Source: an optimization exercise on an open RTL-to-GDS flow (aim: small area). Production flows keep margins and buffers that such runs may drop. Only simulation tests tie the RTL to the original design; equivalence was not proved. Power and IR drop assume default switching activity.

File: design/flow/design.v
module calculator (
  input         clk,
  input         res,
  input  [0:15] keys,
  output [7:0]  data_lcd,
  output        send_lcd
);
reg [3:0] k;
integer j;
always @* begin
  k = 4'd0;
  for (j = 0; j < 16; j = j + 1)
    if (keys[j]) k = j;
end
wire any   = |keys;
wire digit = (k < 4'd10);
reg  [7:0] L;
reg  [6:0] D;
reg  [7:0] H;
reg  [2:0] op;      
reg  [1:0] c;       
reg        prev, e, run;
reg  [4:0] s;
wire op_none = (op == 3'b000);
wire is_addsub = op[2];
wire is_sub = op[2] & op[0];
wire is_mul = op[1] & ~op[0];
wire is_div = op[1] & op[0];
wire is_clr = ~op[2] & ~op[1] & op[0];
wire start = any & ~prev;
wire p0 = run & (s[4:3] == 2'd0);
wire p1 = run & (s[4:3] == 2'd1);
wire p2 = run & (s[4:3] == 2'd2);
wire p3 = run & (s[4:3] == 2'd3);
wire last0 = p0 & (s[2:0] == 3'd7);
wire fin = run & (s == 5'd31);
wire mulm = p0 & is_mul;
wire divm = p0 & is_div;
wire rotadd = p0 & ~op[1];
wire hin = L[7] & ~(mulm | p1);
wire [7:0] Hs = {H[6:0], hin};
wire gD  = (last0 & is_addsub) | (mulm & L[7]) | divm;
wire inv = (last0 & is_sub) | (divm & ~H[7]);
wire c0 = H[3] | (H[2] & (H[1] | H[0]));
wire c1 = H[7] | (H[6] & (H[5] | H[4]));
wire [7:0] Y = ({1'b0, {7{gD}} & D} ^ {8{inv}}) |
               ({8{p2}} & {1'b0, c1, c1, 2'b00, c0, c0, 1'b0});
wire [7:0] S = Hs + Y + {7'd0, inv};
wire lin = p1 ? H[7] : ~S[7];
wire lsh = p0 | (p1 & ~is_div) | p2;
wire [3:0] x = op_none ? L[3:0] : D[3:0];
wire [6:0] nv = (c[0] ? x * 7'd10 : 7'd0) + {3'd0, k};
wire take = start & digit & ~c[1];
wire opkey = start & ~digit & ~(k == 4'd12) & ~(k == 4'd14);
wire clr = ~res | fin;
always @(posedge clk) begin
  prev <= any;
  H <= S;
  if (clr) begin
    L <= 8'd0; D <= 7'd0; op <= 3'd0; c <= 2'd0;
  end else begin
    if (take & op_none) L <= {1'b0, nv};
    else if (lsh) L <= {L[6:0], lin};
    if (take & ~op_none) D <= nv;
    if (take) c <= {c[0], ~c[0]};
    if (opkey) begin
      c <= 2'd0;
      op <= {~k[2], k[2], k[1] & k[0]};   
    end
    if (start & (k == 4'd12)) op <= 3'b001;
  end
  if (~res) begin
    e <= 1'b0; run <= 1'b0; s <= 5'd0;
  end else begin
    e <= take | (start & ~digit);
    if (start & (k[3:2] == 2'b11) & ~k[0]) run <= 1'b1;   
    else if (fin) run <= 1'b0;
    if (run) s <= s + 5'd1;
  end
end
reg [7:0] echo;
always @* begin
  case (k)
    4'd10: echo = 8'h2B;
    4'd11: echo = 8'h2D;
    4'd12: echo = 8'h1B;
    4'd13: echo = 8'h2A;
    4'd14: echo = 8'h3D;
    4'd15: echo = 8'h2F;
    default: echo = {4'h3, k};
  endcase
end
assign send_lcd = e | (p3 & (s[1:0] == 2'd0));
assign data_lcd = e ? echo : is_clr ? (s[2] ? 8'h6A : 8'h5B) : {4'h3, H[7:4]};
endmodule
File: design/flow/run.sh
#!/bin/bash
# synth_recipe.tcl (not shown) runs the flow's synth.tcl, then flattens the netlist and writes it again
# the make line also repeats each setting of config.mk as NAME=value (left out here)
make -C /OpenROAD-flow-scripts/flow DESIGN_CONFIG=/design/flow/config.mk WORK_HOME=/design/flow/orfs CLKGATE_MAP_FILE= SYNTH_SCRIPT=/design/flow/synth_recipe.tcl finish
File: design/flow/config.mk
export PLATFORM = sky130hd
export DESIGN_NAME = calculator
export DESIGN_NICKNAME = calculator
export VERILOG_FILES = /design/flow/design.v
export SDC_FILE = /design/flow/constraint.sdc
export NUM_CORES = 4
export LEC_CHECK = 0
export CAP_MARGIN = 20
export CORE_MARGIN = 2
export CORE_UTILIZATION = 40
export SLEW_MARGIN = 20
File: design/flow/constraint.sdc
create_clock -name core_clock -period 12.0 [get_ports {clk}]
set_input_delay 2.4000 -clock core_clock [delete_from_list [all_inputs] [get_ports {clk}]]
set_output_delay 2.4000 -clock core_clock [all_outputs]
set_load 0.01 [all_outputs]
==> results of run 1 <==
worst register-to-register path: stages (launching register included):
cell      delay (ns)
dfxtp_1         0.69
or3b_4          0.46
a21oi_1         0.42
nand2_1         0.14
xnor2_1         0.16
nand2_1         0.08
ha_1            0.33
o21ai_0         0.17
a21boi_0        0.12
and3_1          0.21
a221oi_2        0.35
or3b_1          0.17
nand3_1         0.06
cells in the final DEF, fill, tap and decap left out, types with 4 or more instances in the layout:
cell	n
dfxtp_1	36
nor2_1	34
nand2_1	29
clkdlybuf4s50_1	25
inv_1	16
ha_1	16
a21oi_1	14
and2_1	12
mux2i_1	12
o21ai_0	11
xnor2_1	11
mux2_2	9
nor2b_1	7
nor3_1	7
nand3_1	6
a211oi_1	6
a21boi_0	5
xor2_1	5
clkbuf_8	5
o21a_1	4
nand2b_1	4
stage by stage:
| step | cell area, sq um | hold slack [ns] | worst slack (ns) |
|---|---|---|---|
| after global routing | 3030 | 0.556 | 4.51 |
| final | 3030 | 0.483 | 4.66 |
| after CTS | 3030 | 0.493 | 4.65 |
| after global placement | 2950 | 0.461 | 4.70 |
| after floorplan | 2670 | 0.446 | 5.76 |
| after detailed placement | 2950 | 0.481 | 4.65 |
cells by family after synthesis:
family                     count (synthesis)
adders and majority gates                 19
AOI/OAI and AO/OA                         69
xor gates and xnor gates                  18
buffers and inverters                     27
muxes                                     22
other                                      1
and+or+nand+nor                          126
DFF                                       36
cell type report:
cell class / count / area share
Clock inverter: 2 / 0.00413
Tap cell: 77 / 0.0318
Inverter: 16 / 0.0198
Clock buffer: 5 / 0.0227
Sequential cell: 36 / 0.238
Timing Repair Buffer: 25 / 0.0826
Multi-Input combinational cell: 255 / 0.601
Yosys cell counts, types with 3 or more instances:
master    number
nand3b_1       3
a31oi_1        3
buf_2          3
inv_1         16
o21a_1         4
nand3_1        6
a21o_1         3
a211oi_1       6
nor2b_1        7
o31ai_1        3
a22oi_1        3
dfxtp_1       36
xor2_1         5
nand2b_1       4
mux2i_1       12
fa_1           3
nor3_1         7
ha_1          16
a21oi_1       14
buf_6          3
nor4_1         3
clkbuf_1       4
mux2_2         9
o21ai_0       11
nand2_1       29
and2_1        12
xnor2_1       11
a21boi_0       5
nor2_1        34
power groups by stage:
stage | registers (mW) | clock network, mW | logic [mW]
6_report | 0.120 | 0.0838 | 0.0191
5_1_grt | 0.120 | 0.0923 | 0.0214
4_1_cts | 0.120 | 0.0860 | 0.0191
3_5_place_dp | 0.123 | 0 | 0.0190
3_3_place_gp | 0.123 | 0 | 0.0191
2_1_floorplan | 0.123 | 0 | 0.00947
per-layer routing:
| layer | vias to the layer above | global-route usage |
|---|---|---|
| met4 | 0 | 0.0491 |
| met2 | 30 | 0.283 |
| met5 | - | 0 |
| met3 | 5 | 0.0318 |
| li1 | 1170 | - |
| met1 | 1036 | 0.256 |
final timing paths:
| path | slack, ns | to | cells after the start | start |
|---|---|---|---|---|
| min | 0.48 | D[6]$_SDFFE_PP0P_ | 2 | D[6]$_SDFFE_PP0P_ |
| max reg2reg | 8.53 | L[0]$_SDFFE_PP0P_ | 12 | run$_SDFFE_PN0P_ |
| min reg2reg | 0.48 | D[6]$_SDFFE_PP0P_ | 2 | D[6]$_SDFFE_PP0P_ |
| max | 4.66 | data_lcd[2] | 7 | keys[12] |
state kept, by name (all words and copies together), names as in the netlist:
name / count
H: 8
L: 8
D: 7
s: 5
op: 3
c: 2
e: 1
prev: 1
run: 1
==> results by group, run 1 <==
CTS
  – Post-CTS Setup Bufs: 0
  – Insertion delay to the later sink of the worst-skew pair: 0.29 ns
  – Clk buf depth: 2
  – Clk Tree Root Cell: clkbuf_8
  – TritonCTS clock tree: built
  – CTS Buf Count: 5
  – CTS Hold Bufs: 0
  – Post-CTS Resized: 0
  – Clock sinks: 36
  – Clock Pin Slew Worst Setup and Hold Paths: 0.07 ns
  – Max H-tree Level: 2

Critical path
  – CP Launch Type: input port
  – Data required, critical path: 9.60 ns
  – Top Family by Delay on Critical Path: simple AND/OR/NAND/NOR gates
  – Worst path slowest cell: or4_4
  – Worst path cell trace: clkdlybuf4s50_1 -> or4_4 -> nor3_4 -> nand2_1 -> or2_0 -> a41oi_1 -> clkdlybuf4s50_1
  – Buf/Inv on CP: 2
  – Worst-path fanout max: 8
  – Crit Path Class: input port to primary output
  – Worst path max stage delay: 0.61 ns
  – Critical path arrival: 4.94 ns
  – Crit path top cell by count: clkdlybuf4s50_1
  – Worst setup EP type: primary output

Drt
  – Vias per cell: 5.39
  – Initial DRC Count: 114
  – Via count: 2241
  – DR DRC count: 0
  – Metal3 WL: 136 microns
  – Antenna-violating nets left: 0
  – DRT Pass-1 Iters: 22
  – Avg WL per Cell: 14.6 microns
  – Max Used Layer: met4
  – Met2 WL: 2770 microns
  – DRT Wirelength: 6060 microns
  – Wl on met1: 3090 microns

Logic synthesis
  – Multiplexer share of the synthesized area: 0.0871
  – Netlist cell types: 62
  – Sequential area share after synthesis: 0.270
  – Post-synthesis xor/xnor area fraction: 0.0669
  – Largest family of logic cells by synthesized area: simple AND/OR/NAND/NOR gates
  – Simple-gate share of the synthesized area: 0.250
  – Avg Cell Area, Syn: 8.40 sq um
  – Ys flop type: dfxtp_1
  – Synthesized area: 2670 sq um
  – Ys async rst share: 0
  – Synth Area in Adders: 0.0974
  – Mapped Cells: 318
  – Synth Area in Compound Gates: 0.178
  – Synth area leader: dfxtp_1
  – #FFs+latches synth: 36
  – Synthesis Warnings: 1
  – Net Count, Synth: 355
  – Dominant cells by area after synthesis: dfxtp_1, ha_1, nor2_1
  – Post-synth EDFFs: 0
  – Area share of the largest cell type after synthesis: 0.270

Worst hold path
  – Class of the worst hold path: register to register

Layout
  – Share of cells above drive strength 1: 0.0885
  – Finished Core Util: 0.472
  – # diodes: 0
  – Nets: 376
  – Area of the multi-input gates: 1820 sq um
  – Final Non-Filler Cells: 416
  – FF+latch area: 721 sq um
  – Layout area overhead: 13.3%
  – FILL cells: 637

STA
  – Max-slew headroom: 0.384
  – Fin. max-slew vios: 0
  – RSZ-0062 raised after global routing: false
  – Tightest Pin Transition: 0.919 ns
  – FMAX: 0.136 GHz
  – Finish-stage setup viols: 0
  – Fin. Hold Viols: 0
  – Worst clock skew: 0.00626 ns
  – Final period util: 0.612
  – Sum Neg Setup Slack: 0 ns
  – Post-layout min period: 7.34 ns

Place
  – RePlAce Congestion: 0.856
  – Placed insts: 409
  – Dpl hpwl: 4790 microns
  – PortBufs: 25

Floorplanning
  – I/O Pins: 27
  – Core area: 6420 sq um
  – Initial Utilization: 0.416
  – Die ar.: 7350 sq um
  – Die extent in y: 85.7 microns
  – # rows: 29
  – Die X: 85.7 microns

Global route
  – Overall Global Routing Usage: 0.180
  – Antenna violations before repair: 0
  – GRT Residual Overflow: 0
  – Largest net degree at the start of global routing: 19
  – Vias in the first global route: 2164
  – First-pass GRT wire length: 10600 microns

Power and ir drop
  – Overall power: 223 uW
  – Switching pwr: 54.9 uW
  – Pint: 168 uW
  – Combinational share of power: 0.086
  – Leakage: 1.22 nW
  – Reg power frac: 0.539
  – Clock share of power: 0.375
  – PD cells: 73.7 nW/um^2
  – Peak supply drop: 0.0000571 V
  – Sw Ratio: 0.246

Run status
  – Status: timing/DRC/antenna clean

Run
  – # Max-Cap Violations: 0
==> inputs of run 2 (changes only) <==
==> design/flow/design.v (replaced) <==
module calculator (
  input         clk,
  input         res,
  input  [0:15] keys,
  output [7:0]  data_lcd,
  output        send_lcd
);
reg [3:0] k;
integer j;
always @* begin
  k = 4'd0;
  for (j = 0; j < 16; j = j + 1)
    if (keys[j]) k = j;
end
wire any   = |keys;
wire digit = any & (k < 4'd10);
reg  [7:0] L;
reg  [6:0] D;
reg  [7:0] H;
reg  [2:0] op;      
reg  [1:0] c;       
reg        prev, e, run, m;
reg  [4:0] s;
wire op_none = (op == 3'b000);
wire is_addsub = op[2];
wire is_sub = op[2] & op[0];
wire is_mul = op[1] & ~op[0];
wire is_div = op[1] & op[0];
wire is_clr = ~op[2] & ~op[1] & op[0];
wire c11 = c[1] & c[0];
wire start = any & ~prev;
wire opkey = any & ~digit & ~(k[3:2] == 2'b11 & ~k[0]);   
wire eqclr = any & (k[3:2] == 2'b11) & ~k[0];            
wire take  = start & digit & ~c[1];
wire mov   = start & opkey & op_none;
wire eq   = run & m;                  
wire mv   = run & ~m & c11;           
wire dg   = run & ~m & ~c11;          
wire p0 = eq & (s[4:3] == 2'd0);
wire p1 = eq & (s[4:3] == 2'd1);
wire p2 = eq & (s[4:3] == 2'd2);
wire p3 = eq & (s[4:3] == 2'd3);
wire last0 = p0 & (s[2:0] == 3'd7);
wire fin = (eq & (s == 5'd31)) | (mv & (s[2:0] == 3'd7)) | (dg & (s[1:0] == 2'd2));
wire mulm = p0 & is_mul;
wire divm = p0 & is_div;
wire [1:0] di = take ? 2'd3 : ~s[1:0] - 2'd1;
wire dbit = k[di];
wire hin = take | dg ? dbit :
           (p0 & ~op_none & ~is_mul) | p2 ? L[7] : 1'b0;
wire [7:0] Hs = {H[6:0], hin};
wire gD  = (take & c[0]) | (dg & s[1:0] == 2'd1 & c[1]) | mov |
           (last0 & ~op[1]) | (mulm & L[7]) | divm;
wire inv = (last0 & is_sub) | (divm & ~H[7]);
wire c0 = H[3] | (H[2] & (H[1] | H[0]));
wire c1 = H[7] | (H[6] & (H[5] | H[4]));
wire [7:0] Y = ({1'b0, {7{gD}} & D} ^ {8{inv}}) |
               ({8{p2}} & {1'b0, c1, c1, 2'b00, c0, c0, 1'b0});
wire [7:0] S = Hs + Y + {7'd0, inv};
wire lin = (p1 | mv) ? H[7] : ~S[7];
wire lsh = p0 | (p1 & ~is_div) | p2 | mv;
always @(posedge clk) begin
  prev <= any;
  H <= S;
  if (lsh) L <= {L[6:0], lin};
  if (~res) begin
    D <= 7'd0; op <= 3'd0; c <= 2'd0;
    e <= 1'b0; run <= 1'b0; m <= 1'b0; s <= 5'd0;
  end else begin
    e <= start & ~(digit & c[1]);
    if (fin) D <= S[6:0];
    if (take) c <= {c[0], ~c[0]};
    if (start & opkey) begin
      c <= {op_none, op_none};
      op <= {~k[2], k[2], k[1] & k[0]};   
    end
    if (start & eqclr) begin
      m <= 1'b1;
      if (~k[1]) op <= 3'b001;
    end
    if (take | mov | (start & eqclr)) run <= 1'b1;
    if (start) s <= 5'd0;
    else if (run) s <= s + 5'd1;
    if (fin) begin
      run <= 1'b0;
      if (~dg) c <= 2'd0;
      if (eq) begin op <= 3'd0; m <= 1'b0; end
    end
  end
end
reg [7:0] echo;
always @* begin
  case (k)
    4'd10: echo = 8'h2B;
    4'd11: echo = 8'h2D;
    4'd12: echo = 8'h1B;
    4'd13: echo = 8'h2A;
    4'd14: echo = 8'h3D;
    4'd15: echo = 8'h2F;
    default: echo = {4'h3, k};
  endcase
end
assign send_lcd = e | (p3 & (s[1:0] == 2'd0));
assign data_lcd = e ? echo : is_clr ? (s[2] ? 8'h6A : 8'h5B) : {4'h3, H[7:4]};
endmodule
==> design/flow/flow/run.sh (new file) <==
#!/bin/bash
# Standard layout, but with the smallest buffer on the ports.
set -euo pipefail
export BUFFER_PORTS_ARGS="-buffer_cell sky130_fd_sc_hd__buf_1"
bash standard.sh finish BUFFER_PORTS_ARGS="$BUFFER_PORTS_ARGS" > standard.log 2>&1
==> design/flow/standard.sh (new file) <==
#!/bin/bash
# synth_recipe.tcl (not shown) runs the flow's synth.tcl, then flattens the netlist and writes it again
# the make line also repeats each setting of config.mk as NAME=value (left out here)
make -C /OpenROAD-flow-scripts/flow DESIGN_CONFIG=/design/flow/config.mk WORK_HOME=/design/flow/orfs CLKGATE_MAP_FILE= SYNTH_SCRIPT=/design/flow/synth_recipe.tcl "${@:-finish}"
--- a/design/flow/config.mk
+++ b/design/flow/config.mk
@@ -8,4 +8,5 @@
 export CAP_MARGIN = 20
 export CORE_MARGIN = 2
 export CORE_UTILIZATION = 40
+export CTS_BUF_LIST = sky130_fd_sc_hd__clkbuf_4
 export SLEW_MARGIN = 20
removed: design/flow/run.sh
==> run 2 against run 1 <==
Still clean on timing, DRC and antenna. Clock power decreased by about 20%. Core utilization down 2.4 points. Combinational power decreased by about 30%. First-iteration DRC count fell by 52%. Sequential share of layout area increased by 7.2 points. Register-to-register slack worse by 0.18 ns. Total power decreased by 7.2%. Via count shrank 5.3%. Sequential cell count up 1. Die area shrank 8.0%. Global-route usage is 0.21 points lower. Largest power group unchanged.
==> results by group, run 2 <==
Critical path
  – Data required, critical path: 9.60 ns
  – Internal reg-to-reg setup slack: 8.35 ns
  – Worst-path fanout max: 5
  – CP Launch Type: input port
  – Worst path max stage delay: 0.39 ns
  – Critical path arrival: 4.01 ns
  – Crit path top cell by count: o21ai_0
  – Worst path slowest cell: o21ai_0
  – Crit Path Class: input port to primary output
  – Worst setup EP type: primary output
  – Worst path cell trace: buf_1 -> nor2_1 -> a221oi_1 -> nor2_1 -> o21ai_0 -> nor3_1 -> o21ai_0 -> nand2_1 -> o21ai_0 -> buf_1

CTS
  – Post-CTS Resized: 0
  – Insertion delay to the later sink of the worst-skew pair: 0.36 ns
  – CTS Buf Count: 5
  – Clock Pin Slew Worst Setup and Hold Paths: 0.12 ns
  – Clock sinks: 37
  – Post-CTS Setup Bufs: 0
  – Clk Tree Root Cell: clkbuf_4
  – Clk buf depth: 2
  – CTS Hold Bufs: 0
  – TritonCTS clock tree: built
  – Max H-tree Level: 2

Floorplanning
  – Initial Utilization: 0.413
  – Die ar.: 6760 sq um
  – Die X: 82.2 microns
  – Core area: 5920 sq um
  – I/O Pins: 27
  – Die extent in y: 82.2 microns
  – # rows: 28

Place
  – Dpl hpwl: 4220 microns
  – PortBufs: 25
  – Pre-CTS setup slack: 5.61 ns
  – RePlAce Congestion: 0.837

Logic synthesis
  – Net Count, Synth: 327
  – Synth area leader: dfxtp_1
  – Avg Cell Area, Syn: 8.30 sq um
  – #FFs+latches synth: 37
  – Mapped Cells: 295
  – Ys flop type: dfxtp_1
  – Synth cell count leaders: nand2_1, nor2_1, dfxtp_1
  – Synthesized area: 2450 sq um
  – Sequential area share after synthesis: 0.335
  – Ys async rst share: 0
  – Dominant cells by area after synthesis: dfxtp_1, edfxtp_1, ha_1
  – Netlist cell types: 63
  – Post-synth EDFFs: 8
  – Area share of the largest cell type after synthesis: 0.237
  – Synthesis Warnings: 1

STA
  – Final period util: 0.534
  – Sum Neg Setup Slack: 0 ns
  – Worst clock skew: 0.00654 ns
  – FMAX: 0.156 GHz
  – Fin. max-slew vios: 0
  – Max-slew headroom: 0.404
  – Finish-stage setup viols: 0
  – Worst setup margin: 5.59 ns
  – Tightest Pin Transition: 0.890 ns
  – Fin. Hold Viols: 0
  – Post-layout min period: 6.41 ns
  – RSZ-0062 raised after global routing: false

Power and ir drop
  – Clock share of power: 0.325
  – Combinational share of power: 0.064
  – Sw Ratio: 0.262
  – Switching pwr: 54.2 uW
  – Pint: 153 uW
  – Reg power frac: 0.610
  – Peak supply drop: 0.0000515 V
  – PD cells: 78.2 nW/um^2
  – Leakage: 1.04 nW

Global route
  – First-pass GRT wire length: 9090 microns
  – Vias in the first global route: 1913
  – Overall Global Routing Usage: 0.178
  – Antenna violations before repair: 0
  – Largest net degree at the start of global routing: 15
  – GRT Residual Overflow: 0

Layout
  – Top flop regs: H x8, L x8, D x7
  – Commonest cells after routing, fill and taps aside: nand2_1, nor2_1, dfxtp_1, buf_1, inv_1
  – # diodes: 0
  – FF+latch area: 821 sq um
  – Layout area overhead: 8.28%
  – Share of cells above drive strength 1: 0.0564
  – Area of the multi-input gates: 1520 sq um
  – Nets: 350
  – FILL cells: 617

Drt
  – Vias per cell: 5.39
  – DRT Wirelength: 5580 microns
  – DR DRC count: 0
  – Via count: 2122
  – Antenna-violating nets left: 0
  – Avg WL per Cell: 14.2 microns
  – DRT Pass-1 Iters: 4
  – Initial DRC Count: 55

Worst hold path
  – Class of the worst hold path: register to register

Run status
  – Status: timing/DRC/antenna clean

Run
  – # Max-Cap Violations: 0
run 2: cell count changes in the layout (fill, tap and decap cells not counted), sizes merged, moves of 6 or more:
| cell | previous run | this run |
|---|---|---|
| and2 | 12 | 3 |
| mux2 | 10 | 0 |
| clkdlybuf4s50 | 25 | 0 |
| edfxtp | 0 | 8 |
| nand2 | 29 | 35 |
| dfxtp | 36 | 29 |
| buf | 0 | 25 |
run 2: logic make-up after synthesis:
family | after synthesis | share of synthesized area
AO/OA/AOI/OAI | 67 | 0.191
adder cells (fa/ha/maj) | 14 | 0.0746
XOR/XNOR | 15 | 0.0568
buffers and inverters | 27 | 0.0440
other | 1 | 0.00153
multiplexers | 9 | 0.0368
flip-flops | 37 | 0.335
AND/OR/NAND/NOR | 125 | 0.260
run 2: critical path: cells and delay by family:
kind / cells / cell delay, ns
AOI/OAI and AO/OA: 4 / 0.96
buffers and inverters: 2 / 0.34
and+or+nand+nor: 4 / 0.29
run 2: per-stage QoR:
stage	std cells	utilization	total power [mW]	instance area, sq um	hold WS, ns
after floorplan	295	-	0.137	2450	0.400
after global placement	386	0.438	0.142	2590	0.404
after detailed placement	386	0.438	0.142	2590	0.406
after CTS	394	0.448	0.210	2650	0.433
after global routing	394	0.448	0.216	2650	0.446
final	394	0.448	0.207	2650	0.432
run 2: worst paths after layout:
check | from | end | depth (start not counted)
worst max-delay path | keys[5] | data_lcd[0] | 10
worst min-delay path | L[3]$_DFFE_PP_ | L[4]$_DFFE_PP_ | 0
worst max register to register | run$_SDFFE_PP0P_ | L[0]$_DFFE_PP_ | 15
worst min register to register | L[3]$_DFFE_PP_ | L[4]$_DFFE_PP_ | 0
run 2: layout make-up:
class	count	share of cell area
well taps	75	0.0354
clock inverters	3	0.00661
multi-input cells	231	0.573
repair buffers	25	0.0354
clock buffers	5	0.0142
flip-flops and latches	37	0.310
inverters	18	0.0255
run 2: power by group through the flow:
stage | logic, mW | registers [mW] | clock network [mW]
6_report | 0.0133 | 0.126 | 0.0674
5_1_grt | 0.0148 | 0.126 | 0.0747
4_1_cts | 0.0132 | 0.126 | 0.0705
3_5_place_dp | 0.0131 | 0.129 | 0
3_3_place_gp | 0.0131 | 0.129 | 0
2_1_floorplan | 0.00734 | 0.129 | 0
run 2: routing by layer:
layer	part of all wire	wire length, microns	up-vias	track usage
met5	0	0	-	0
li1	-	-	1098	-
met4	0.011	61	0	0.0550
met1	0.51	2830	968	0.259
met3	0.041	230	5	0.0359
met2	0.44	2460	51	0.265
==> inputs of run 3 (changes only) <==
==> design/flow/run.sh (new file) <==
#!/bin/bash
# synth_recipe.tcl (not shown) runs the flow's synth.tcl, then flattens the netlist and writes it again
# the make line also repeats each setting of config.mk as NAME=value (left out here)
make -C /OpenROAD-flow-scripts/flow DESIGN_CONFIG=/design/flow/config.mk WORK_HOME=/design/flow/orfs CLKGATE_MAP_FILE= SYNTH_SCRIPT=/design/flow/synth_recipe.tcl finish
--- a/design/flow/config.mk
+++ b/design/flow/config.mk
@@ -8,5 +8,4 @@
 export CAP_MARGIN = 20
 export CORE_MARGIN = 2
 export CORE_UTILIZATION = 40
-export CTS_BUF_LIST = sky130_fd_sc_hd__clkbuf_4
 export SLEW_MARGIN = 20
removed: design/flow/flow/run.sh
removed: design/flow/standard.sh
==> run 3 against run 2 <==
Global-route usage is 0.68 points higher. Clock skew is 0.00077 ns higher. Still clean on timing, DRC and antenna. Critical endpoint unchanged. First-iteration DRC count increased by 82%. Sequential share of layout area shrank 2.3 points. Total power rose by 21%.
==> results by group, run 3 <==
Drt
  – DRT Wirelength: 5750 microns
  – Initial DRC Count: 100
  – DRT Pass-1 Iters: 4
  – Avg WL per Cell: 14.6 microns
  – DR DRC count: 0
  – Antenna-violating nets left: 0
  – Vias per cell: 5.37
  – Via count: 2117

Logic synthesis
  – Simple-gate share of the synthesized area: 0.260
  – Largest family of logic cells by synthesized area: simple AND/OR/NAND/NOR gates
  – Net Count, Synth: 327
  – Synth Area in Adders: 0.0746
  – Post-synthesis xor/xnor area fraction: 0.0567
  – Synth cell count leaders: nand2_1, nor2_1, dfxtp_1
  – Sequential area share after synthesis: 0.335
  – #FFs+latches synth: 37
  – Synthesis Warnings: 1
  – Ys async rst share: 0
  – Avg Cell Area, Syn: 8.30 sq um
  – Netlist cell types: 63
  – Synth area leader: dfxtp_1
  – Synth Area in Compound Gates: 0.191
  – Post-synth EDFFs: 8
  – Area share of the largest cell type after synthesis: 0.237
  – Mapped Cells: 295
  – Dominant cells by area after synthesis: dfxtp_1, edfxtp_1, ha_1
  – Ys flop type: dfxtp_1
  – Synthesized area: 2450 sq um
  – Multiplexer share of the synthesized area: 0.0368

Power and ir drop
  – Overall power: 251 uW
  – Leakage: 1.13 nW
  – Peak supply drop: 0.0000554 V
  – PD cells: 87.8 nW/um^2

Floorplanning
  – I/O Pins: 27
  – Initial Utilization: 0.413
  – Die X: 82.2 microns
  – Core area: 5920 sq um
  – Die extent in y: 82.2 microns
  – # rows: 28
  – Die ar.: 6760 sq um

Critical path
  – CP Launch Type: input port
  – Critical path arrival: 4.84 ns
  – Worst R2R Start: run$_SDFFE_PP0P_
  – Worst R2R End: L[0]$_DFFE_PP_
  – R2R depth: 15
  – Data required, critical path: 9.60 ns
  – Internal reg-to-reg setup slack: 8.32 ns
  – Crit Path Class: input port to primary output
  – Worst-path fanout max: 5
  – Worst path slowest cell: clkdlybuf4s50_1
  – Worst path max stage delay: 0.56 ns
  – Worst path cell trace: clkdlybuf4s50_1 -> nor2_1 -> a221oi_1 -> nor2_1 -> o21ai_0 -> nor3_1 -> o21ai_0 -> nand2_1 -> o21ai_0 -> clkdlybuf4s50_1
  – Worst setup EP type: primary output
  – Crit path top cell by count: o21ai_0

CTS
  – Max H-tree Level: 2
  – CTS Buf Count: 5
  – CTS Hold Bufs: 0
  – Insertion delay to the later sink of the worst-skew pair: 0.29 ns
  – Clock Pin Slew Worst Setup and Hold Paths: 0.08 ns
  – Clk Tree Root Cell: clkbuf_8
  – TritonCTS clock tree: built
  – Clock sinks: 37
  – Post-CTS Resized: 0
  – Clk buf depth: 2
  – Post-CTS Setup Bufs: 0

Place
  – PortBufs: 25
  – RePlAce Congestion: 0.838
  – Dpl hpwl: 4360 microns
  – Placed insts: 386

Global route
  – Overall Global Routing Usage: 0.185
  – First-pass GRT wire length: 9560 microns
  – Largest net degree at the start of global routing: 15
  – Antenna violations before repair: 0
  – Vias in the first global route: 2034
  – GRT Residual Overflow: 0

STA
  – Fin. max-slew vios: 0
  – FMAX: 0.138 GHz
  – RSZ-0062 raised after global routing: false
  – Sum Neg Setup Slack: 0 ns
  – Max-slew headroom: 0.449
  – Fin. Hold Viols: 0
  – Min Hold Slack: 0.426 ns
  – Final period util: 0.603
  – Worst clock skew: 0.00731 ns
  – Post-layout min period: 7.24 ns
  – Tightest Pin Transition: 0.822 ns
  – Finish-stage setup viols: 0

Layout
  – Top flop regs: H x8, L x8, D x7
  – Nets: 350
  – Final Non-Filler Cells: 394
  – FILL cells: 571
  – Finished Core Util: 0.483
  – Commonest cells after routing, fill and taps aside: nand2_1, nor2_1, dfxtp_1, clkdlybuf4s50_1, inv_1
  – # diodes: 0
  – Share of cells above drive strength 1: 0.0533
  – Layout area overhead: 16.9%

Worst hold path
  – Min-Delay Path Depth: 0
  – Class of the worst hold path: register to register
  – WHS Endpoint: L[7]$_DFFE_PP_
  – Hold Crit Start: L[6]$_DFFE_PP_

Run status
  – Status: timing/DRC/antenna clean

Run
  – # Max-Cap Violations: 0
[run 3: final cells by class]
cell class / count / area [sq um] / share of cell area
Clock buffer: 5 / 68.8 / 0.0240
Tap cell: 75 / 93.8 / 0.0328
Multi-Input combinational cell: 231 / 1520 / 0.531
Inverter: 18 / 67.6 / 0.0236
Timing Repair Buffer: 25 / 250 / 0.0875
Clock inverter: 3 / 41.3 / 0.0144
Sequential cell: 37 / 821 / 0.287
[run 3: worst max path at each step]
| stage | to | start |
|---|---|---|
| after global placement | data_lcd[0] | keys[5] |
| after CTS | data_lcd[0] | keys[5] |
| after detailed placement | data_lcd[0] | keys[5] |
| after global routing | data_lcd[0] | keys[5] |
| after floorplan | data_lcd[0] | keys[2] |
| final | data_lcd[0] | keys[5] |
[run 3: per-stage QoR]
stage	setup WS, ns	instance area, sq um
finish	4.76	2860
global route	4.53	2860
CTS	4.78	2860
detailed placement	4.79	2750
global placement	4.86	2750
floorplan	6.03	2450
[run 3: per-layer routing]
layer	share of wire	vias to the layer above	track usage
met5	0	-	0
met4	0.011	0	0.0650
met3	0.049	5	0.0283
met2	0.44	45	0.294
met1	0.50	970	0.254
li1	-	1097	-
[run 3: report_power, final]
part	switching [mW]	internal [mW]	leakage, nW
Sequential	0.00000243	0.126	0.307
Clock	0.0468	0.0612	0.0518
Combinational	0.00894	0.00808	0.772
[run 3: kinds of logic after synthesis]
kind of cell,Yosys count
simple gates,125
compound gates,67
flops,37
buf+inv,27
xor+xnor,15
fa+ha+maj,14
mux,9
other cells,1
[run 3: worst max-delay path, delay by kind of cell]
family	cells	cell delay, ns
and+or+nand+nor	4	0.30
buffers and inverters	2	1.10
AOI/OAI and AO/OA	4	1.03
==> inputs of run 4 (changes only) <==
==> design/flow/flow/run.sh (new file) <==
#!/bin/bash
# Standard layout with two changes: an area-oriented ABC script for the
# standard synthesis (registers are untouched, only the mapping of the
# combinational logic differs), and the smallest buffer (buf_1) on the ports.
set -euo pipefail
rm -rf scripts_area
cp -r "$FLOW_HOME/scripts" scripts_area
cp flow/abc_area.script scripts_area/abc_area.script
bash standard.sh synth SCRIPTS_DIR="$PWD/scripts_area" ABC_AREA=1 > synth.log 2>&1
bash standard.sh finish BUFFER_PORTS_ARGS="-buffer_cell sky130_fd_sc_hd__buf_1" > layout.log 2>&1
==> design/flow/flow/abc_area.script (new file) <==
&get -n
&st
&syn2
&dch -f
&nf -a -R 1000
&put
topo
dnsize -c
==> design/flow/standard.sh (new file) <==
#!/bin/bash
# synth_recipe.tcl (not shown) runs the flow's synth.tcl, then flattens the netlist and writes it again
# the make line also repeats each setting of config.mk as NAME=value (left out here)
make -C /OpenROAD-flow-scripts/flow DESIGN_CONFIG=/design/flow/config.mk WORK_HOME=/design/flow/orfs CLKGATE_MAP_FILE= SYNTH_SCRIPT=/design/flow/synth_recipe.tcl "${@:-finish}"
--- a/design/flow/config.mk
+++ b/design/flow/config.mk
@@ -5,7 +5,9 @@
 export SDC_FILE = /design/flow/constraint.sdc
 export NUM_CORES = 4
 export LEC_CHECK = 0
+export ABC_AREA = 1
 export CAP_MARGIN = 20
 export CORE_MARGIN = 2
-export CORE_UTILIZATION = 40
+export CORE_UTILIZATION = 65
+export CTS_BUF_LIST = sky130_fd_sc_hd__clkbuf_4
 export SLEW_MARGIN = 20
removed: design/flow/run.sh
==> run 4 against run 3 <==
Still clean on timing, DRC and antenna. Final cell count shrank 18%. Fmax grew 7.3%. Critical path depth grew 8. Non-clock buffer count is the same. Global-route usage grew 7.3 points. Area after synthesis shrank 15%. Sequential power is essentially flat. Worst setup slack gained 0.49 ns. Register-to-register slack is essentially flat. Worst hold slack gained 0.015 ns. Combinational power shrank 43%. Clock power shrank about 20%. Critical endpoint unchanged.
==> results by group, run 4 <==
Critical path
  – Crit path top cell by count: nor2_1
  – Crit Path Class: input port to primary output
  – Buf/Inv on CP: 4
  – Top Family by Delay on Critical Path: compound AO/OA/AOI/OAI gates
  – Data required, critical path: 9.60 ns
  – Worst path max stage delay: 0.36 ns
  – Worst R2R Start: prev$_DFF_P_
  – Critical path arrival: 4.34 ns
  – Worst R2R End: D[6]$_SDFFE_PN0N_
  – CP Launch Type: input port
  – Crit path launch: keys[2]
  – Worst path slowest cell: a221o_1
  – Worst setup EP type: primary output
  – Worst path cell trace: buf_1 -> clkinv_1 -> a21oi_1 -> nor2_1 -> nor2_1 -> nor2_1 -> nor2_1 -> nor2_1 -> nor2_1 -> nor2_1 -> nor2_1 -> nor2_1 -> nor2_1 -> o21bai_1 -> clkinv_1 -> a221o_1 -> o21ai_0 -> buf_1
  – Worst-path fanout max: 5
  – Internal reg-to-reg setup slack: 8.31 ns
  – R2R depth: 14

Floorplanning
  – # rows: 20
  – Die extent in y: 60.7 microns
  – I/O Pins: 27
  – Initial Utilization: 0.684
  – Die X: 60.7 microns
  – Core area: 3050 sq um
  – Die ar.: 3680 sq um

Logic synthesis
  – Mapped Cells: 248
  – Post-synth EDFFs: 8
  – #FFs+latches synth: 37
  – Net Count, Synth: 280
  – Ys async rst share: 0
  – Area share of the largest cell type after synthesis: 0.278
  – Netlist cell types: 43
  – Synthesis Warnings: 1
  – Synthesized area: 2090 sq um
  – Avg Cell Area, Syn: 8.43 sq um
  – Dominant cells by area after synthesis: dfxtp_1, edfxtp_1, ha_1
  – Count leader, synth: nor2_1
  – Synth area leader: dfxtp_1
  – Synth cell count leaders: nor2_1, nand2_1, dfxtp_1
  – Ys flop type: dfxtp_1
  – Sequential area share after synthesis: 0.393

STA
  – RSZ-0062 raised after global routing: false
  – FMAX: 0.148 GHz
  – Final period util: 0.562
  – Fin. max-slew vios: 0
  – Finish-stage setup viols: 0
  – Tightest Pin Transition: 0.846 ns
  – Sum Neg Setup Slack: 0 ns
  – Post-layout min period: 6.74 ns
  – Worst setup margin: 5.26 ns
  – Worst clock skew: 0.0129 ns
  – Max-slew headroom: 0.433
  – Fin. Hold Viols: 0

CTS
  – CTS Hold Bufs: 0
  – Insertion delay to the later sink of the worst-skew pair: 0.34 ns
  – CTS Buf Count: 5
  – TritonCTS clock tree: built
  – Post-CTS Resized: 0
  – Max H-tree Level: 2
  – Clock sinks: 37
  – Clk Tree Root Cell: clkbuf_4
  – Post-CTS Setup Bufs: 0
  – Clk buf depth: 2
  – Clock Pin Slew Worst Setup and Hold Paths: 0.11 ns

Drt
  – Initial DRC Count: 106
  – Avg WL per Cell: 13.9 microns
  – DRT Pass-1 Iters: 5
  – DRT Wirelength: 4490 microns
  – Via count: 1890
  – Antenna-violating nets left: 0
  – DR DRC count: 0
  – Vias per cell: 5.83

Place
  – PortBufs: 25
  – Dpl hpwl: 3350 microns
  – RePlAce Congestion: 0.877
  – Pre-CTS setup slack: 5.08 ns

Layout
  – FILL cells: 241
  – Finished Core Util: 0.758
  – Commonest non-fill, non-tap cell in the layout: nor2_1
  – Layout area overhead: 10.8%
  – Top flop regs: H x8, L x8, D x7
  – Share of cells above drive strength 1: 0.0286
  – Commonest cells after routing, fill and taps aside: nor2_1, nand2_1, dfxtp_1, buf_1, a21oi_1
  – # diodes: 0
  – Nets: 311

Global route
  – Gr busiest metal: met2
  – Largest net degree at the start of global routing: 14
  – Antenna violations before repair: 0
  – Overall Global Routing Usage: 0.258
  – GRT Residual Overflow: 0
  – First-pass GRT wire length: 6980 microns
  – Met1 usage: 0.345
  – Vias in the first global route: 1607
  – Met2 usage: 0.416
  – Met3 usage: 0.0640

Run status
  – Status: timing/DRC/antenna clean

Run
  – # Max-Cap Violations: 0

Worst hold path
  – WHS Endpoint: L[4]$_DFFE_PP_
  – Min-Delay Path Depth: 0
  – Class of the worst hold path: register to register
  – Hold Crit Start: L[3]$_DFFE_PP_

Power and ir drop
  – Pint: 174 uW
  – Peak supply drop: 0.0000726 V
  – Switching pwr: 48.9 uW
  – Leakage: 0.935 nW
  – PD cells: 96.2 nW/um^2
  – Sw Ratio: 0.220
  – Clock share of power: 0.389
  – Combinational share of power: 0.044
  – Reg power frac: 0.568
## run 4: cell types whose count changed after synthesis, sizes merged, moves of 4 or more
cell	delta
inv	-18
clkinv	+14
a21oi	+7
a22o	+7
nor2b	-7
xor2	+7
mux2i	-6
xnor2	-6
o21ai	-5
or3	-5
buf	-4
clkbuf	-4
nor3b	-4
## run 4: area by class of cell
| class | count | area (sq um) | share of cell area |
|---|---|---|---|
| Multi-Input combinational cell | 196 | 1210 | 0.522 |
| Sequential cell | 37 | 821 | 0.355 |
| Timing Repair Buffer | 25 | 93.8 | 0.0405 |
| Tap cell | 44 | 55.1 | 0.0238 |
| Inverter | 14 | 52.6 | 0.0227 |
| Clock inverter | 3 | 46.3 | 0.0200 |
| Clock buffer | 5 | 37.5 | 0.0162 |
## run 4: how the worst max path moves through the flow
stage                             end  slack (ns)  depth (start not counted)
global route        D[6]$_SDFFE_PN0N_        4.88                         29
floorplan                 data_lcd[0]        5.68                         16
detailed placement  D[6]$_SDFFE_PN0N_        5.08                         29
global placement          data_lcd[0]        5.32                         18
finish                    data_lcd[0]        5.26                         18
CTS                       data_lcd[0]        5.27                         18
## run 4: per-layer routing
layer / share of wire / routed length [microns]
met4: 0.015 / 69
met3: 0.053 / 236
met5: 0 / 0
met1: 0.46 / 2090
met2: 0.47 / 2100
## run 4: cells by family (layout without fill, tap and decap cells)
group,Yosys count,after routing,share of synthesized area
flops,37,37,0.393
buf+inv,15,47,0.0287
compound gates,68,68,0.211
xor+xnor,16,16,0.0671
simple gates,94,94,0.196
other cells,1,1,0.00179
fa+ha+maj,14,14,0.0874
mux,3,3,0.0144
## run 4: power by group through the flow
stage | clock network (mW) | registers [mW] | logic [mW]
floorplan | 0 | 0.129 | 0.00549
global placement | 0 | 0.129 | 0.00948
detailed placement | 0 | 0.129 | 0.00953
CTS | 0.0872 | 0.126 | 0.00961
global route | 0.0923 | 0.126 | 0.0110
finish | 0.0865 | 0.126 | 0.00971
## run 4: stage by stage
step | power (mW) | std cells | hold WS [ns] | instance area, sq um
2_1_floorplan | 0.135 | 248 | 0.400 | 2090
3_3_place_gp | 0.139 | 316 | 0.406 | 2230
3_5_place_dp | 0.139 | 316 | 0.406 | 2230
4_1_cts | 0.223 | 324 | 0.445 | 2310
5_1_grt | 0.230 | 324 | 0.449 | 2310
6_report | 0.223 | 324 | 0.441 | 2310
==> inputs of run 5 (changes only) <==
--- a/design/flow/flow/run.sh
+++ b/design/flow/flow/run.sh
@@ -7,4 +7,4 @@
 cp -r "$FLOW_HOME/scripts" scripts_area
 cp flow/abc_area.script scripts_area/abc_area.script
 bash standard.sh synth SCRIPTS_DIR="$PWD/scripts_area" ABC_AREA=1 > synth.log 2>&1
-bash standard.sh finish BUFFER_PORTS_ARGS="-buffer_cell sky130_fd_sc_hd__buf_1" > layout.log 2>&1
+bash standard.sh finish BUFFER_PORTS_ARGS="-buffer_cell sky130_fd_sc_hd__buf_1" CTS_ARGS="-sink_clustering_enable -repair_clock_nets -buf_list sky130_fd_sc_hd__clkbuf_4 -dont_use_dummy_load" > layout.log 2>&1
==> run 5 against run 4 <==
Still clean on timing, DRC and antenna. Final cell count fell by 0.93%. Die area stayed put. Fmax barely moved. Clock skew increased by 0.018 ns. Combinational power about the same. Critical endpoint unchanged. Largest power group unchanged.
==> results by group, run 5 <==
Run status
  – Status: timing/DRC/antenna clean

STA
  – Max-slew headroom: 0.441
  – Post-layout min period: 6.73 ns
  – Worst setup margin: 5.27 ns
  – Fin. max-slew vios: 0
  – Finish-stage setup viols: 0
  – Worst clock skew: 0.0313 ns
  – Sum Neg Setup Slack: 0 ns
  – RSZ-0062 raised after global routing: false
  – Final period util: 0.561
  – Fin. Hold Viols: 0
  – Tightest Pin Transition: 0.835 ns
  – FMAX: 0.148 GHz

Layout
  – Nets: 311
  – Commonest cells after routing, fill and taps aside: nor2_1, nand2_1, dfxtp_1, buf_1, a21oi_1
  – FF+latch area: 821 sq um
  – Share of cells above drive strength 1: 0.0181
  – Commonest non-fill, non-tap cell in the layout: nor2_1
  – Area of the multi-input gates: 1210 sq um
  – # diodes: 0
  – Layout area overhead: 8.56%
  – Post-Layout Inst Area: 2270 sq um
  – Top flop regs: H x8, L x8, D x7
  – Final Non-Filler Cells: 321
  – FILL cells: 246

CTS
  – Clk buf depth: 2
  – Insertion delay to the later sink of the worst-skew pair: 0.34 ns
  – CTS Buf Count: 5
  – Post-CTS Resized: 0
  – CTS Hold Bufs: 0
  – Clock sinks: 37
  – Clk Tree Root Cell: clkbuf_4
  – Post-CTS Setup Bufs: 0
  – TritonCTS clock tree: built
  – Max H-tree Level: 2
  – Clock Pin Slew Worst Setup and Hold Paths: 0.11 ns

Place
  – PortBufs: 25
  – RePlAce Congestion: 0.877
  – Dpl hpwl: 3350 microns
  – Pre-CTS setup slack: 5.08 ns
  – Placed inst area: 2230 sq um
  – Placed insts: 316

Global route
  – Overall Global Routing Usage: 0.251
  – Largest net degree at the start of global routing: 14
  – Antenna violations before repair: 0
  – GRT Residual Overflow: 0
  – Vias in the first global route: 1583
  – First-pass GRT wire length: 6800 microns

Worst hold path
  – Class of the worst hold path: register to register

Logic synthesis
  – Synth area leader: dfxtp_1
  – Netlist cell types: 43
  – Avg Cell Area, Syn: 8.43 sq um
  – Sequential area share after synthesis: 0.393
  – Count leader, synth: nor2_1
  – #FFs+latches synth: 37
  – Area share of the largest cell type after synthesis: 0.278
  – Synth cell count leaders: nor2_1, nand2_1, dfxtp_1
  – Synthesis Warnings: 1
  – Synthesized area: 2090 sq um
  – Mapped Cells: 248
  – Ys flop type: dfxtp_1
  – Net Count, Synth: 280
  – Ys async rst share: 0
  – Post-synth EDFFs: 8
  – Dominant cells by area after synthesis: dfxtp_1, edfxtp_1, ha_1

Critical path
  – CP Launch Type: input port
  – Critical path arrival: 4.33 ns
  – Worst setup EP type: primary output
  – Data required, critical path: 9.60 ns
  – Crit Path Class: input port to primary output
  – Worst-path fanout max: 5

Power and ir drop
  – Clock share of power: 0.282
  – PD cells: 83.5 nW/um^2
  – Peak supply drop: 0.0000610 V
  – Combinational share of power: 0.051
  – Leakage: 0.917 nW
  – Overall power: 189 uW
  – Switching pwr: 40.4 uW
  – Reg power frac: 0.667
  – Pint: 149 uW
  – Sw Ratio: 0.213

Floorplanning
  – Die X: 60.7 microns
  – Die extent in y: 60.7 microns
  – # rows: 20
  – Die ar.: 3680 sq um
  – I/O Pins: 27
  – Core area: 3050 sq um
  – Initial Utilization: 0.684

Drt
  – Via count: 1874
  – DRT Pass-1 Iters: 4
  – DRT Wirelength: 4340 microns
  – Antenna-violating nets left: 0
  – Initial DRC Count: 85
  – Avg WL per Cell: 13.5 microns
  – DR DRC count: 0
  – Vias per cell: 5.84

Run
  – # Max-Cap Violations: 0
## run 5: cell counts after synthesis
Identical to the previous run, type by type.
## run 5: cell type report
class,instances,share of cell area
multi-input cells,196,0.533
flip-flops and latches,37,0.362
repair buffers,25,0.0414
well taps,44,0.0243
inverters,14,0.0232
clock buffers,5,0.0165
## run 5: final timing paths
path / startpoint / to / slack, ns / cells past startpoint
worst min-delay path: L[2]$_DFFE_PP_ / L[3]$_DFFE_PP_ / 0.44 / 0
worst max-delay path: keys[2] / data_lcd[0] / 5.27 / 18
worst min register to register: L[2]$_DFFE_PP_ / L[3]$_DFFE_PP_ / 0.44 / 0
worst max register to register: prev$_DFF_P_ / D[6]$_SDFFE_PN0N_ / 8.37 / 14
## run 5: power groups by stage
stage	clock (mW)	combinational, mW	sequential [mW]
after floorplan	0	0.00549	0.129
after global placement	0	0.00948	0.129
after detailed placement	0	0.00953	0.129
after CTS	0.0546	0.00959	0.126
after global routing	0.0591	0.0109	0.126
final	0.0534	0.00971	0.126
## run 5: through the flow
stage | hold slack [ns] | util
floorplan | 0.400 | -
global placement | 0.406 | 0.731
detailed placement | 0.406 | 0.731
CTS | 0.445 | 0.743
global route | 0.449 | 0.743
finish | 0.441 | 0.743
## run 5: kinds of logic after synthesis
| group | count (synthesis) | synth area share |
|---|---|---|
| AOI/OAI and AO/OA | 68 | 0.211 |
| xor gates and xnor gates | 16 | 0.0671 |
| adders and majority gates | 14 | 0.0874 |
| buffers and inverters | 15 | 0.0287 |
| DFF | 37 | 0.393 |
| muxes | 3 | 0.0144 |
| other | 1 | 0.00179 |
| and+or+nand+nor | 94 | 0.196 |
## run 5: routing by layer
metal	share of wire	GRT usage	up-vias
met5	0	0	-
met4	0.016	0.0745	0
met3	0.051	0.0640	8
met2	0.45	0.396	51
met1	0.48	0.341	864
li1	-	-	951
## run 5: critical path, cell delays in order
cell and delay [ns]:
buf_1 0.10, clkinv_1 0.05, a21oi_1 0.06, nor2_1 0.08
nor2_1 0.04, nor2_1 0.08, nor2_1 0.04, nor2_1 0.08
nor2_1 0.04, nor2_1 0.07, nor2_1 0.04, nor2_1 0.07
nor2_1 0.04, o21bai_1 0.30, clkinv_1 0.23, a221o_1 0.35
o21ai_0 0.07, buf_1 0.17
==> inputs of run 6 (changes only) <==
==> design/flow/flow/abc_area.script (replaced) <==
&get -n
&st
&deepsyn -T 20
&dch -f
&nf -a -R 1000
&put
mfs3 -a
topo
dnsize -c
==> run 6 against run 5 <==
Clock skew decreased by 0.015 ns. Sequential cell count unchanged. Sequential power about the same. Still clean. Highest routed layer unchanged. Total power increased by 0.87%. Die area decreased by 2.0%. Core utilization decreased by 0.63 points. Synthesized cell count decreased by 3.2%.
==> results by group, run 6 <==
Layout
  – Top flop regs: H x8, L x8, D x7
  – Share of cells above drive strength 1: 0.0222
  – Nets: 304
  – # diodes: 0
  – Layout area overhead: 9.12%
  – Commonest non-fill, non-tap cell in the layout: nor2_1
  – Commonest cells after routing, fill and taps aside: nor2_1, dfxtp_1, a21oi_1, buf_1, nand2_1

CTS
  – TritonCTS clock tree: built
  – Insertion delay to the later sink of the worst-skew pair: 0.33 ns
  – CTS Buf Count: 5
  – Clk Tree Root Cell: clkbuf_4
  – Max H-tree Level: 2
  – Clock Pin Slew Worst Setup and Hold Paths: 0.10 ns
  – Post-CTS Resized: 0
  – CTS Hold Bufs: 0
  – Clock sinks: 37
  – Clk buf depth: 2
  – Post-CTS Setup Bufs: 0

Critical path
  – Crit path launch: keys[15]
  – R2R depth: 18
  – Worst setup path endpoint: L[0]$_DFFE_PP_
  – Data required, critical path: 12.09 ns
  – Worst R2R Start: s[0]$_SDFFE_PP0P_
  – Critical path arrival: 6.85 ns
  – Worst setup EP type: register
  – Worst path slowest cell: nor3_1
  – Worst path max stage delay: 0.41 ns
  – Crit Path Class: input port to register
  – Worst R2R End: L[0]$_DFFE_PP_
  – Internal reg-to-reg setup slack: 8.01 ns
  – Worst-path fanout max: 7
  – Crit path top cell by count: a21oi_1
  – Top Family by Delay on Critical Path: simple AND/OR/NAND/NOR gates
  – CP Launch Type: input port
  – Buf/Inv on CP: 1
  – WP depth: 25

Global route
  – Vias in the first global route: 1488
  – Overall Global Routing Usage: 0.257
  – Largest net degree at the start of global routing: 12
  – GRT Residual Overflow: 0
  – First-pass GRT wire length: 6780 microns
  – Antenna violations before repair: 0

Run status
  – Status: timing/DRC/antenna clean

STA
  – Fin. Hold Viols: 0
  – FMAX: 0.148 GHz
  – Worst setup margin: 5.23 ns
  – Worst clock skew: 0.0163 ns
  – Post-layout min period: 6.77 ns
  – Final period util: 0.564
  – Fin. max-slew vios: 0
  – Tightest Pin Transition: 0.702 ns
  – RSZ-0062 raised after global routing: false
  – Finish-stage setup viols: 0
  – Sum Neg Setup Slack: 0 ns
  – Max-slew headroom: 0.530

Floorplanning
  – I/O Pins: 27
  – Core area: 3030 sq um
  – Die X: 60.1 microns
  – Initial Utilization: 0.675
  – Die extent in y: 60.1 microns
  – Die ar.: 3610 sq um
  – # rows: 20

Place
  – RePlAce Congestion: 0.925
  – Pre-CTS setup slack: 4.90 ns
  – PortBufs: 25
  – Dpl hpwl: 3250 microns

Logic synthesis
  – Synth cell count leaders: nor2_1, dfxtp_1, a21oi_1
  – Sequential area share after synthesis: 0.401
  – Synthesized area: 2040 sq um
  – Area share of the largest cell type after synthesis: 0.284
  – Netlist cell types: 38
  – Mapped Cells: 240
  – Net Count, Synth: 272
  – Count leader, synth: nor2_1
  – Avg Cell Area, Syn: 8.52 sq um
  – Post-synth EDFFs: 8
  – Synthesis Warnings: 1
  – Dominant cells by area after synthesis: dfxtp_1, edfxtp_1, ha_1
  – #FFs+latches synth: 37
  – Ys flop type: dfxtp_1
  – Synth area leader: dfxtp_1
  – Ys async rst share: 0

Run
  – # Max-Cap Violations: 0

Power and ir drop
  – PD cells: 85.7 nW/um^2
  – Reg power frac: 0.661
  – Sw Ratio: 0.217
  – Switching pwr: 41.5 uW
  – Pint: 150 uW
  – Combinational share of power: 0.053
  – Leakage: 0.864 nW
  – Clock share of power: 0.286
  – Peak supply drop: 0.0000586 V

Worst hold path
  – Class of the worst hold path: register to register
  – Hold Crit Start: L[1]$_DFFE_PP_

Drt
  – Avg WL per Cell: 13.2 microns
  – Antenna-violating nets left: 0
  – DRT Wirelength: 4140 microns
  – DR DRC count: 0
  – DRT Pass-1 Iters: 5
  – Via count: 1789
  – Initial DRC Count: 152
  – Vias per cell: 5.70
[run 6: cell type report]
cell class / instances / area, sq um
clock buffers: 5 / 37.5
fillers: 243 / 797
inverters: 15 / 56.3
multi-input cells: 187 / 1160
flip-flops and latches: 37 / 821
well taps: 44 / 55.1
repair buffers: 26 / 101
[run 6: per-stage QoR]
step                utilization  std cells  instance area (sq um)  power (mW)  hold slack (ns)
global route              0.737        314                   2230       0.200            0.442
global placement          0.724        309                   2190       0.140            0.401
floorplan                     -        240                   2040       0.135            0.400
CTS                       0.737        314                   2230       0.192            0.432
finish                    0.737        314                   2230       0.191            0.428
detailed placement        0.724        309                   2190       0.139            0.405
[run 6: cell families (layout without fill, tap and decap cells)]
| family | count (synthesis) | after routing | synth area share |
|---|---|---|---|
| fa+ha+maj | 14 | 14 | 0.0894 |
| xor+xnor | 11 | 11 | 0.0471 |
| compound gates | 71 | 71 | 0.226 |
| simple gates | 88 | 88 | 0.193 |
| flops | 37 | 37 | 0.401 |
| other cells | 1 | 1 | 0.00183 |
| buf+inv | 16 | 46 | 0.0312 |
| mux | 2 | 2 | 0.0104 |
[run 6: power groups by stage]
stage,sequential (mW),clock (mW),combinational [mW]
floorplan,0.129,0,0.00567
global placement,0.129,0,0.0103
global route,0.126,0.0621,0.0118
CTS,0.126,0.0556,0.0102
detailed placement,0.129,0,0.0101
finish,0.126,0.0546,0.0102
[run 6: per-layer routing]
metal / share of wire / vias to the layer above / GRT usage / routed length (microns)
met5: 0 / - / 0 / 0
met4: 0.0087 / 0 / 0.108 / 36
met3: 0.070 / 7 / 0.0584 / 290
met2: 0.43 / 60 / 0.351 / 1800
met1: 0.49 / 810 / 0.383 / 2020
li1: - / 912 / - / -
[run 6: how the worst min path moves through the flow]
stage | slack (ns) | cells after the start | end
final | 0.43 | 0 | L[2]$_DFFE_PP_
after global routing | 0.44 | 0 | L[1]$_DFFE_PP_
after CTS | 0.43 | 0 | L[1]$_DFFE_PP_
after detailed placement | 0.40 | 0 | L[2]$_DFFE_PP_
after global placement | 0.40 | 0 | L[1]$_DFFE_PP_
after floorplan | 0.40 | 0 | L[1]$_DFFE_PP_

re-timing with driven ports:
The flow's constraints put no driver on any port. The routed layouts listed below were extracted and timed again, unchanged, in two steps. Step 1 sets driving cells, clkbuf_16 on the clock port and buf_2 on the other inputs (assumed; they add their load-dependent delay and slew). Step 2 also shifts input and output timing later by t, the mid clock arrival at the registers, as if the neighbouring blocks saw the same clock. a / b / c = ideal ports / drivers / drivers and shift; a / b = the first two.
| run | t (ns) | setup WS [ns] | worst hold slack (ns) | worst slew at a driven data input, ns |
|---|---|---|---|---|
| run 1 | 0.316 | 4.660 / 4.637 / 4.637 | 0.483 / 0.483 / 0.483 | 0.04 |
| run 2 | 0.383 | 5.590 / 5.567 / 5.567 | 0.432 / 0.432 / 0.432 | 0.03 |
| run 3 | 0.316 | 4.765 / 4.743 / 4.743 | 0.426 / 0.426 / 0.426 | 0.03 |
| run 4 | 0.363 | 5.259 / 5.240 / 5.010 | 0.441 / 0.441 / 0.441 | 0.03 |
| run 5 | 0.350 | 5.265 / 5.246 / 4.998 | 0.441 / 0.441 / 0.441 | 0.03 |
| run 6 | 0.347 | 5.233 / 5.234 / 4.887 | 0.428 / 0.428 / 0.428 | 0.03 |
After both steps every run listed still meets setup and hold. For run 6, which loses most, drivers alone change the setup slack by +0.001 ns; drivers and shift together by -0.346 ns.
